Source: an optimization exercise on an open RTL-to-GDS flow (aim: a short achievable clock period). Production flows keep margins and buffers that such runs may drop.
Only simulation tests tie the RTL to the original design; equivalence was not proved.
No driver is modelled on the clock port, so clock power and skew are understated where the tree is cut down; a real chip needs a root buffer or a tree.
Power and IR drop assume default switching activity.

==> inputs of run a <==
Design fft_4, start of the top module:
module fft_4(
        input               clk,
        input               rst_n,
        input wire signed [15:0]  x0_real,
        input wire signed [15:0]  x0_imag,
        input wire signed [15:0]  x1_real,
        input wire signed [15:0]  x1_imag,
        input wire signed [15:0]  x2_real,
        input wire signed [15:0]  x2_imag,
        input wire signed [15:0]  x3_real,
        input wire signed [15:0]  x3_imag,
        output reg signed [15:0]  X0_real,
        output reg signed [15:0]  X0_imag,
        output reg signed [15:0]  X1_real,
        output reg signed [15:0]  X1_imag,
        output reg signed [15:0]  X2_real,
        output reg signed [15:0]  X2_imag,
        output reg signed [15:0]  X3_real,
        output reg signed [15:0]  X3_imag
    );
clock: 3.5 ns
lec_check: 0
cap_margin: 20
core_margin: 2
core_utilization: 55
place_density: 0.65
setup_slack_margin: 2.2
slew_margin: 20
synth_hierarchical: 1
standard.sh (not shown) runs the stock make flow with config.mk's settings and CLKGATE_MAP_FILE= SYNTH_SCRIPT=/design/flow/synth_recipe.tcl, a recipe that flattens the netlist after the stock synthesis.
==> flow/flow/run.sh <==
#!/bin/bash
# Own layout flow: the standard flow, except that output flip-flops are
# placed next to their output buffers and the clock tree is a hand-built
# two-level inverter tree (flow/clock_tree.tcl) instead of TritonCTS's.
# Ports are buffered with buf_4 (which timing repair may resize) rather
# than the delay cell buffer_ports picks by default.
set -euo pipefail
here=$PWD
export MY_CLK_LEAVES=${MY_CLK_LEAVES:-0}
export MY_CLK_PER_LEAF=${MY_CLK_PER_LEAF:-44}
export MY_CLK_TOP=${MY_CLK_TOP:-4}
export MY_CLK_TOP_CELL=${MY_CLK_TOP_CELL:-sky130_fd_sc_hd__clkinv_16}
export MY_CLK_LEAF_CELL=${MY_CLK_LEAF_CELL:-sky130_fd_sc_hd__clkinv_16}
export MY_CLK_LEAF_UP=${MY_CLK_LEAF_UP-sky130_fd_sc_hd__clkinv_16}
bash standard.sh synth > log_synth.txt 2>&1
bash standard.sh PRE_DETAIL_PLACE_TCL=$here/flow/pre_dp.tcl "BUFFER_PORTS_ARGS=-buffer_cell sky130_fd_sc_hd__buf_4" place > log_place.txt 2>&1
# a copy of the ORFS scripts whose cts.tcl builds our own tree
rm -rf myscripts; cp -r $FLOW_HOME/scripts myscripts
sed -i "s#log_cmd clock_tree_synthesis {\*}\$cts_args#source $here/flow/clock_tree.tcl#" myscripts/cts.tcl
grep -q "flow/clock_tree.tcl" myscripts/cts.tcl
sed -n 's/^make -C \(.*\) "\${@:-finish}"$/\1/p' standard.sh > make_args.txt
eval "make -C $(cat make_args.txt) SCRIPTS_DIR=$here/myscripts do-4_1_cts do-4_cts" > log_cts.txt 2>&1
bash standard.sh > log_finish.txt 2>&1
==> flow/flow/pre_dp.tcl <==
# Before detailed placement: put each output port's flip-flop next to its
# pin and the port's output buffer right beside it, so the flop's Q drives a
# short wire.
set block [ord::get_db_block]
set moved 0
foreach bterm [$block getBTerms] {
  if { [$bterm getIoType] ne "OUTPUT" } { continue }
  set net [$bterm getNet]
  if { $net eq "NULL" } { continue }
  set buf ""
  foreach it [$net getITerms] {
    if { [$it isOutputSignal] } { set buf [$it getInst] }
  }
  if { $buf eq "" } { continue }
  set ff ""
  foreach it [$buf getITerms] {
    if { [$it isInputSignal] } {
      set n2 [$it getNet]
      foreach it2 [$n2 getITerms] {
        if { [$it2 isOutputSignal] } { set ff [$it2 getInst] }
      }
    }
  }
  if { $ff eq "" } { continue }
  if { ![string match "*DFF*" [[$ff getMaster] getName]] && ![string match "*df*" [[$ff getMaster] getName]] } { continue }
  # the flip-flop goes right inside the core edge next to its pin, and
  # the buffer right beside the flip-flop, so Q drives almost no wire
  set core [$block getCoreArea]
  set pb [$bterm getBBox]
  set px [expr {([$pb xMin] + [$pb xMax]) / 2}]
  set py [expr {([$pb yMin] + [$pb yMax]) / 2}]
  set fw [[$ff getMaster] getWidth]
  set bw [[$buf getMaster] getWidth]
  set fx [expr {max([$core xMin] + 2000, min([$core xMax] - $fw - $bw - 2000, $px - $fw / 2))}]
  set fy [expr {max([$core yMin] + 2000, min([$core yMax] - 5000, $py))}]
  $ff setLocation $fx $fy
  $buf setLocation [expr {$fx + $fw}] $fy
  incr moved
}
puts "pre_dp: moved $moved output flops next to their buffers"
Other scripts of this flow, unchanged in this note and not shown: flow/flow/clock_tree.tcl
==> run b: changes against run a <==
==> flow/flow/pre_dp.tcl (replaced) <==
# Before detailed placement: put each output port's flip-flop right next to
# the port's output buffer, so the flop's Q drives a short wire.
set block [ord::get_db_block]
set moved 0
foreach bterm [$block getBTerms] {
  if { [$bterm getIoType] ne "OUTPUT" } { continue }
  set net [$bterm getNet]
  if { $net eq "NULL" } { continue }
  set buf ""
  foreach it [$net getITerms] {
    if { [$it isOutputSignal] } { set buf [$it getInst] }
  }
  if { $buf eq "" } { continue }
  set ff ""
  foreach it [$buf getITerms] {
    if { [$it isInputSignal] } {
      set n2 [$it getNet]
      foreach it2 [$n2 getITerms] {
        if { [$it2 isOutputSignal] } { set ff [$it2 getInst] }
      }
    }
  }
  if { $ff eq "" } { continue }
  if { ![string match "*DFF*" [[$ff getMaster] getName]] && ![string match "*df*" [[$ff getMaster] getName]] } { continue }
  set bb [$buf getBBox]
  set bx [expr {([$bb xMin] + [$bb xMax]) / 2}]
  set by [expr {([$bb yMin] + [$bb yMax]) / 2}]
  # step from the buffer toward the core centre
  set core [$block getCoreArea]
  set cx [expr {([$core xMin] + [$core xMax]) / 2}]
  set cy [expr {([$core yMin] + [$core yMax]) / 2}]
  set dx [expr {$cx - $bx}]
  set dy [expr {$cy - $by}]
  set d [expr {sqrt($dx*$dx + $dy*$dy)}]
  if { $d < 1 } { set d 1 }
  set step 6000
  set nx [expr {int($bx + $dx / $d * $step)}]
  set ny [expr {int($by + $dy / $d * $step)}]
  $ff setLocation $nx $ny
  incr moved
}
puts "pre_dp: moved $moved output flops next to their buffers"
- CORE_UTILIZATION: 55 -> 40
- GPL_TIMING_DRIVEN: unset -> 1
- PLACE_DENSITY: 0.65 -> unset
==> notes.md <==
In run a the sequential share of layout area is higher than in run b, by 0.77 points.
In run b the clock skew is lower than in run a, by 0.0015 ns.
Run b completed without violations. Run a finished with timing, DRC and antenna clean.
Between run b and run a, the lower design area is in run a (gap about 1.9%, measured against run a).
Against run a, the combinational power of run b is higher by about 4%.
Die area: run a is lower than run b (27%).
Sequential cell count is the same in run b and run a.
No run of this note takes its clock network from TritonCTS; it comes from the design's own scripts or RTL.


==> inputs of 09-24 <==
fft_4 again, from the RTL that the note above started with.
==> flow/config.mk <==
export PLATFORM = sky130hd
export DESIGN_NAME = fft_4
export DESIGN_NICKNAME = fft_4
export VERILOG_FILES = /design/flow/design.v
export SDC_FILE = /design/flow/constraint.sdc
export NUM_CORES = 4
export LEC_CHECK = 0
export CAP_MARGIN = 20
export CORE_MARGIN = 2
export CORE_UTILIZATION = 55
export PLACE_DENSITY = 0.65
export SETUP_SLACK_MARGIN = 2.2
export SLEW_MARGIN = 20
export SYNTH_HIERARCHICAL = 1
==> flow/constraint.sdc <==
create_clock -name core_clock -period 3.5 [get_ports {clk}]
set_input_delay 0.7000 -clock core_clock [delete_from_list [all_inputs] [get_ports {clk}]]
set_output_delay 0.7000 -clock core_clock [all_outputs]
set_load 0.01 [all_outputs]
Scripts as last shown in full above: flow/flow/run.sh
Other scripts of this flow, unchanged in this note and not shown: flow/flow/clock_tree.tcl, flow/flow/pre_dp.tcl
==> inputs of 08-21, as changes to 09-24 <==
--- a/flow/config.mk
+++ b/flow/config.mk
@@ -8,6 +8,5 @@
 export CAP_MARGIN = 20
 export CORE_MARGIN = 2
-export CORE_UTILIZATION = 55
-export PLACE_DENSITY = 0.65
+export CORE_UTILIZATION = 40
 export SETUP_SLACK_MARGIN = 2.2
 export SLEW_MARGIN = 20
==> impl_metrics.toml <==
[run_status]
status = "finished clean"

[timing]
tightest_slew_ns = 0.6600
whs_ns = 0.3256

[finish]
drive_gt1_share_pct = 34.05
multi_input_area_share_pct = 39.59
fillers = 6893
seq_share_pct = 44.12

[setup_path]
cp.arrival_ns = 0.79

[routing]
route.met2.wl_mm = 40.62
vias = 19582

[cts]
ctsResizeCount = 271

[pwr]
power.total_mw = 27.13

[floorplanning]
start_util_pct = 40.46
the above is filed under 08-21

==> impl_metrics.toml <==
[run_status]
status = "finished clean"

[cts]
ctsResizeCount = 234

[timing]
whs_ns = 0.3297
tightest_slew_ns = 0.5297

[pwr]
power.total_mw = 26.45

[finish]
drive_gt1_share_pct = 32.78
seq_share_pct = 45.00
fillers = 4351

[routing]
route.met2.wl_mm = 38.94
vias = 19527

[floorplanning]
start_util_pct = 55.51
the above is filed under 09-24

In every run of this note, the design's own scripts or RTL, not TritonCTS, make the clock network.


==> 10-13: inputs <==
fft_4 again, from the RTL that the note above started with.
## fft_4
module fft_4(
        input               clk,
        input               rst_n,
        input wire signed [15:0]  x0_real,
        input wire signed [15:0]  x0_imag,
        input wire signed [15:0]  x1_real,
        input wire signed [15:0]  x1_imag,
        input wire signed [15:0]  x2_real,
        input wire signed [15:0]  x2_imag,
        input wire signed [15:0]  x3_real,
        input wire signed [15:0]  x3_imag,
        output reg signed [15:0]  X0_real,
        output reg signed [15:0]  X0_imag,
        output reg signed [15:0]  X1_real,
        output reg signed [15:0]  X1_imag,
        output reg signed [15:0]  X2_real,
        output reg signed [15:0]  X2_imag,
        output reg signed [15:0]  X3_real,
        output reg signed [15:0]  X3_imag
    );
clock: 3.5 ns
lec_check: 0
cap_margin: 20
core_margin: 2
core_utilization: 40
setup_slack_margin: 2.2
slew_margin: 20
synth_hierarchical: 1
==> flow/flow/clock_tree.tcl <==
# Two-level clock tree in place of clock_tree_synthesis. The clock port
# drives NTOP top cells, each of which drives its share of K leaf cells;
# each leaf drives a cluster of flip-flops. With inverters at both levels
# the flip-flops see the clock in its own polarity. Clusters are made by
# k-means with equal cluster sizes, so every flip-flop sees the same tree.
set K $::env(MY_CLK_LEAVES)
set NTOP $::env(MY_CLK_TOP)
set block [ord::get_db_block]
set db [ord::get_db]
set top_master [$db findMaster $::env(MY_CLK_TOP_CELL)]
set leaf_master [$db findMaster $::env(MY_CLK_LEAF_CELL)]
set clk_net [[$block findBTerm clk] getNet]

# balanced k-means: returns {assign cxs cys}
proc bal_kmeans {xs ys K} {
  set n [llength $xs]
  set cap [expr {($n + $K - 1) / $K}]
  set order [lsort -real -indices $xs]
  set cxs {}; set cys {}
  # initial centres: a grid over the bounding box
  set xmin [::tcl::mathfunc::min {*}$xs]; set xmax [::tcl::mathfunc::max {*}$xs]
  set ymin [::tcl::mathfunc::min {*}$ys]; set ymax [::tcl::mathfunc::max {*}$ys]
  set gx [expr {int(ceil(sqrt($K)))}]
  set gy [expr {int(ceil(double($K) / $gx))}]
  for {set k 0} {$k < $K} {incr k} {
    set ix [expr {$k % $gx}]; set iy [expr {$k / $gx}]
    lappend cxs [expr {$xmin + ($ix + 0.5) * ($xmax - $xmin) / $gx}]
    lappend cys [expr {$ymin + ($iy + 0.5) * ($ymax - $ymin) / $gy}]
  }
  set assign [lrepeat $n 0]
  for {set iter 0} {$iter < 30} {incr iter} {
    # order points by how much they lose if not given their nearest centre
    set keyed {}
    for {set i 0} {$i < $n} {incr i} {
      set x [lindex $xs $i]; set y [lindex $ys $i]
      set ds {}
      for {set k 0} {$k < $K} {incr k} {
        lappend ds [expr {abs($x - [lindex $cxs $k]) + abs($y - [lindex $cys $k])}]
      }
      set s [lsort -real $ds]
      lappend keyed [list $i [expr {[lindex $s end] - [lindex $s 0]}] $ds]
    }
    set used [lrepeat $K 0]
    foreach e [lsort -real -decreasing -index 1 $keyed] {
      lassign $e i regret ds
      set best -1; set bd 1e30
      for {set k 0} {$k < $K} {incr k} {
        if {[lindex $used $k] >= $cap} { continue }
        if {[lindex $ds $k] < $bd} { set bd [lindex $ds $k]; set best $k }
      }
      lset assign $i $best
      lset used $best [expr {[lindex $used $best] + 1}]
    }
    set sx [lrepeat $K 0.0]; set sy [lrepeat $K 0.0]; set sc [lrepeat $K 0]
    for {set i 0} {$i < $n} {incr i} {
      set k [lindex $assign $i]
      lset sx $k [expr {[lindex $sx $k] + [lindex $xs $i]}]
      lset sy $k [expr {[lindex $sy $k] + [lindex $ys $i]}]
      lset sc $k [expr {[lindex $sc $k] + 1}]
    }
    for {set k 0} {$k < $K} {incr k} {
      if {[lindex $sc $k] > 0} {
        lset cxs $k [expr {[lindex $sx $k] / [lindex $sc $k]}]
        lset cys $k [expr {[lindex $sy $k] / [lindex $sc $k]}]
      }
    }
  }
  puts "clock_tree: cluster sizes $sc"
  return [list $assign $cxs $cys]
}

proc add_buf {master name x y in_net out_name} {
  global block
  set b [odb::dbInst_create $block $master $name]
  $b setLocation [expr {int($x)}] [expr {int($y)}]
  $b setPlacementStatus PLACED
  set net [odb::dbNet_create $block $out_name]
  $net setSigType CLOCK
  foreach it [$b getITerms] {
    set mt [$it getMTerm]
    if {[$mt getName] eq "A"} { $it connect $in_net }
    if {[$mt getName] eq "X" || [$mt getName] eq "Y"} { $it connect $net }
  }
  return $net
}

set sinks {}
foreach it [$clk_net getITerms] { lappend sinks $it }
set n [llength $sinks]
if {$K <= 0} { set K [expr {($n + $::env(MY_CLK_PER_LEAF) - 1) / $::env(MY_CLK_PER_LEAF)}] }
puts "clock_tree: $n sinks, $K leaves, $NTOP top cells"
set xs {}; set ys {}
foreach it $sinks {
  set bb [[$it getInst] getBBox]
  lappend xs [expr {([$bb xMin] + [$bb xMax]) / 2.0}]
  lappend ys [expr {([$bb yMin] + [$bb yMax]) / 2.0}]
}
lassign [bal_kmeans $xs $ys $K] assign cxs cys
lassign [bal_kmeans $cxs $cys $NTOP] tassign tcxs tcys

foreach it $sinks { $it disconnect }
set top_nets {}
for {set t 0} {$t < $NTOP} {incr t} {
  lappend top_nets [add_buf $top_master clktop_$t [lindex $tcxs $t] [lindex $tcys $t] $clk_net clknet_top_$t]
}
set leaf_nets {}
for {set k 0} {$k < $K} {incr k} {
  lappend leaf_nets [add_buf $leaf_master clkleaf_$k [lindex $cxs $k] [lindex $cys $k] \
    [lindex $top_nets [lindex $tassign $k]] clknet_leaf_$k]
}
for {set i 0} {$i < $n} {incr i} {
  [lindex $sinks $i] connect [lindex $leaf_nets [lindex $assign $i]]
}
$clk_net setSigType CLOCK
set_propagated_clock [all_clocks]

# Size the leaves: the latest leaves get the stronger cell as long as the
# latest clock arrival at any flip-flop keeps dropping.
if {$::env(MY_CLK_LEAF_UP) ne ""} {
  source $::env(PLATFORM_DIR)/setRC.tcl
  set up_master [$db findMaster $::env(MY_CLK_LEAF_UP)]
  proc leaf_arrivals {K} {
    set res {}
    for {set k 0} {$k < $K} {incr k} {
      lappend res [get_property [get_pins clkleaf_$k/Y] arrival_max_rise]
    }
    return $res
  }
  estimate_parasitics -placement
  set arr [leaf_arrivals $K]
  set best [::tcl::mathfunc::max {*}$arr]
  puts "clock_tree: leaf arrivals [format %.3f [::tcl::mathfunc::min {*}$arr]] .. [format %.3f $best]"
  for {set iter 0} {$iter < 12} {incr iter} {
    set order [lsort -real -decreasing -indices $arr]
    set swapped {}
    foreach k [lrange $order 0 1] {
      set inst [$block findInst clkleaf_$k]
      if {[[$inst getMaster] getName] ne [$up_master getName]} {
        $inst swapMaster $up_master
        lappend swapped $k
      }
    }
    if {$swapped eq ""} { break }
    estimate_parasitics -placement
    set arr [leaf_arrivals $K]
    set worst [::tcl::mathfunc::max {*}$arr]
    puts "clock_tree: upsized leaves $swapped, latest arrival [format %.3f $worst]"
    if {$worst >= $best - 0.001} {
      foreach k $swapped { [$block findInst clkleaf_$k] swapMaster $leaf_master }
      estimate_parasitics -placement
      set arr [leaf_arrivals $K]
      break
    }
    set best $worst
  }
}
==> flow/flow/pre_dp.tcl <==
# Before detailed placement: put each output port's flip-flop right next to
# the port's output buffer, so the flop's Q drives a short wire.
set block [ord::get_db_block]
set moved 0
foreach bterm [$block getBTerms] {
  if { [$bterm getIoType] ne "OUTPUT" } { continue }
  set net [$bterm getNet]
  if { $net eq "NULL" } { continue }
  set buf ""
  foreach it [$net getITerms] {
    if { [$it isOutputSignal] } { set buf [$it getInst] }
  }
  if { $buf eq "" } { continue }
  set ff ""
  foreach it [$buf getITerms] {
    if { [$it isInputSignal] } {
      set n2 [$it getNet]
      foreach it2 [$n2 getITerms] {
        if { [$it2 isOutputSignal] } { set ff [$it2 getInst] }
      }
    }
  }
  if { $ff eq "" } { continue }
  if { ![string match "*DFF*" [[$ff getMaster] getName]] && ![string match "*df*" [[$ff getMaster] getName]] } { continue }
  set bb [$buf getBBox]
  set bx [expr {([$bb xMin] + [$bb xMax]) / 2}]
  set by [expr {([$bb yMin] + [$bb yMax]) / 2}]
  # step from the buffer toward the core centre
  set core [$block getCoreArea]
  set cx [expr {([$core xMin] + [$core xMax]) / 2}]
  set cy [expr {([$core yMin] + [$core yMax]) / 2}]
  set dx [expr {$cx - $bx}]
  set dy [expr {$cy - $by}]
  set d [expr {sqrt($dx*$dx + $dy*$dy)}]
  if { $d < 1 } { set d 1 }
  set step 6000
  set nx [expr {int($bx + $dx / $d * $step)}]
  set ny [expr {int($by + $dy / $d * $step)}]
  $ff setLocation $nx $ny
  incr moved
}
puts "pre_dp: moved $moved output flops next to their buffers"
Scripts as last shown in full above: flow/flow/run.sh
==> inputs of 05-11, as changes to 10-13 <==
--- a/flow/flow/clock_tree.tcl
+++ b/flow/flow/clock_tree.tcl
@@ -156 +156,28 @@
 }
+
+# Each output buffer right beside its flip-flop's Q pin (the flip-flops stay
+# where placement put them); the detailed placement that follows legalizes.
+foreach bterm [$block getBTerms] {
+  if { [$bterm getIoType] ne "OUTPUT" } { continue }
+  set net [$bterm getNet]
+  set buf ""
+  foreach it [$net getITerms] { if { [$it isOutputSignal] } { set buf [$it getInst] } }
+  if { $buf eq "" } { continue }
+  set q ""
+  foreach it [$buf getITerms] {
+    if { [$it isInputSignal] } {
+      foreach it2 [[$it getNet] getITerms] { if { [$it2 isOutputSignal] } { set q $it2 } }
+    }
+  }
+  if { $q eq "" } { continue }
+  set ff [$q getInst]
+  set fb [$ff getBBox]
+  set qb [$q getBBox]
+  set bw [[$buf getMaster] getWidth]
+  if { [$qb xMin] + [$qb xMax] > [$fb xMin] + [$fb xMax] } {
+    $buf setLocation [$fb xMax] [$fb yMin]
+  } else {
+    $buf setLocation [expr {[$fb xMin] - $bw}] [$fb yMin]
+  }
+  $buf setOrient [$ff getOrient]
+}
==> flow/flow/pre_dp.tcl (replaced) <==
# Before detailed placement: put each output port's flip-flop next to its
# pin and the port's output buffer right beside it, so the flop's Q drives a
# short wire.
set block [ord::get_db_block]
set moved 0
foreach bterm [$block getBTerms] {
  if { [$bterm getIoType] ne "OUTPUT" } { continue }
  set net [$bterm getNet]
  if { $net eq "NULL" } { continue }
  set buf ""
  foreach it [$net getITerms] {
    if { [$it isOutputSignal] } { set buf [$it getInst] }
  }
  if { $buf eq "" } { continue }
  set ff ""
  foreach it [$buf getITerms] {
    if { [$it isInputSignal] } {
      set n2 [$it getNet]
      foreach it2 [$n2 getITerms] {
        if { [$it2 isOutputSignal] } { set ff [$it2 getInst] }
      }
    }
  }
  if { $ff eq "" } { continue }
  if { ![string match "*DFF*" [[$ff getMaster] getName]] && ![string match "*df*" [[$ff getMaster] getName]] } { continue }
  # the flip-flop goes right inside the core edge next to its pin, and
  # the buffer right beside the flip-flop, so Q drives almost no wire
  set core [$block getCoreArea]
  set pb [$bterm getBBox]
  set px [expr {([$pb xMin] + [$pb xMax]) / 2}]
  set py [expr {([$pb yMin] + [$pb yMax]) / 2}]
  set fw [[$ff getMaster] getWidth]
  set bw [[$buf getMaster] getWidth]
  set fx [expr {max([$core xMin] + 2000, min([$core xMax] - $fw - $bw - 2000, $px - $fw / 2))}]
  set fy [expr {max([$core yMin] + 2000, min([$core yMax] - 5000, $py))}]
  $ff setLocation $fx $fy
  $buf setLocation [expr {$fx + $fw}] $fy
  incr moved
}
puts "pre_dp: moved $moved output flops next to their buffers"
--- a/flow/config.mk
+++ b/flow/config.mk
@@ -9,3 +9,4 @@
 export CORE_MARGIN = 2
-export CORE_UTILIZATION = 40
+export CORE_UTILIZATION = 55
+export PLACE_DENSITY = 0.65
 export SETUP_SLACK_MARGIN = 2.2
==> notes <==
In 05-11 the clock power is smaller than in 10-13, by about 3%.
Of 10-13 and 05-11, 05-11 has the higher fmax (gap about 1%, measured against 05-11).
Of 10-13 and 05-11, 05-11 has the higher register-to-register slack (gap 0.07 ns).
First-iteration DRC count: 10-13 is higher than 05-11 (about 4.5%).
In critical path depth, 10-13 and 05-11 do not differ.
In sequential power, 10-13 and 05-11 hardly differ.
Of 05-11 and 10-13, 05-11 has the higher worst hold slack (gap 0.017 ns).
Against 05-11, the power of 10-13 is larger by 1.9%.
Between 05-11 and 10-13, the lower global-route usage is in 10-13 (gap 6.2 points).
In 05-11 the clock skew is higher than in 10-13, by 0.0032 ns.
Against 10-13, the final cell count of 05-11 is smaller by about 7%.
In every run of this note, the design's own scripts or RTL, not TritonCTS, make the clock network.

==> separate check: timing with driven ports <==
The results above use ideal ports. As a check the final layouts listed here were re-extracted and re-timed, cells and wires unchanged. Step 1 (the two cells are an assumption about what drives the block):
set clk [get_ports {clk}]
set_driving_cell -lib_cell sky130_fd_sc_hd__clkbuf_16 $clk
set_driving_cell -lib_cell sky130_fd_sc_hd__buf_2 [delete_from_list [all_inputs] $clk]
Step 2, shift: input delay + t, output delay - t, t = (earliest + latest rising clock arrival at the registers) / 2. This alone moves slack from input paths to output paths. Three values: no drivers, after step 1, after step 2; two values: the first two.
run | t, ns | slack for setup (ns) | hold slack, ns | worst register clock-pin slew, ns | pins driven straight from the clock port
run a | 0.492 | 2.023 / 1.765 / 1.897 | 0.345 / 0.201 / 0.346 | 0.11 / 0.11 | 4
run b | 0.512 | 2.012 / 1.746 / 1.898 | 0.329 / 0.318 / 0.359 | 0.11 / 0.11 | 4
09-24 | 0.495 | 2.018 / 1.757 / 1.866 | 0.330 / 0.163 / 0.359 | 0.10 / 0.11 | 4
08-21 | 0.510 | 2.012 / 1.743 / 1.910 | 0.326 / 0.146 / 0.358 | 0.11 / 0.11 | 4
10-13 | 0.512 | 2.012 / 1.746 / 1.898 | 0.329 / 0.318 / 0.359 | 0.11 / 0.11 | 4
05-11 | 0.492 | 2.027 / 1.767 / 1.880 | 0.346 / 0.189 / 0.346 | 0.11 / 0.11 | 4
After both steps every run listed still meets setup and hold. The setup slack of 09-24, which loses most, moves by -0.261 ns with the drivers and by -0.152 ns with both steps.
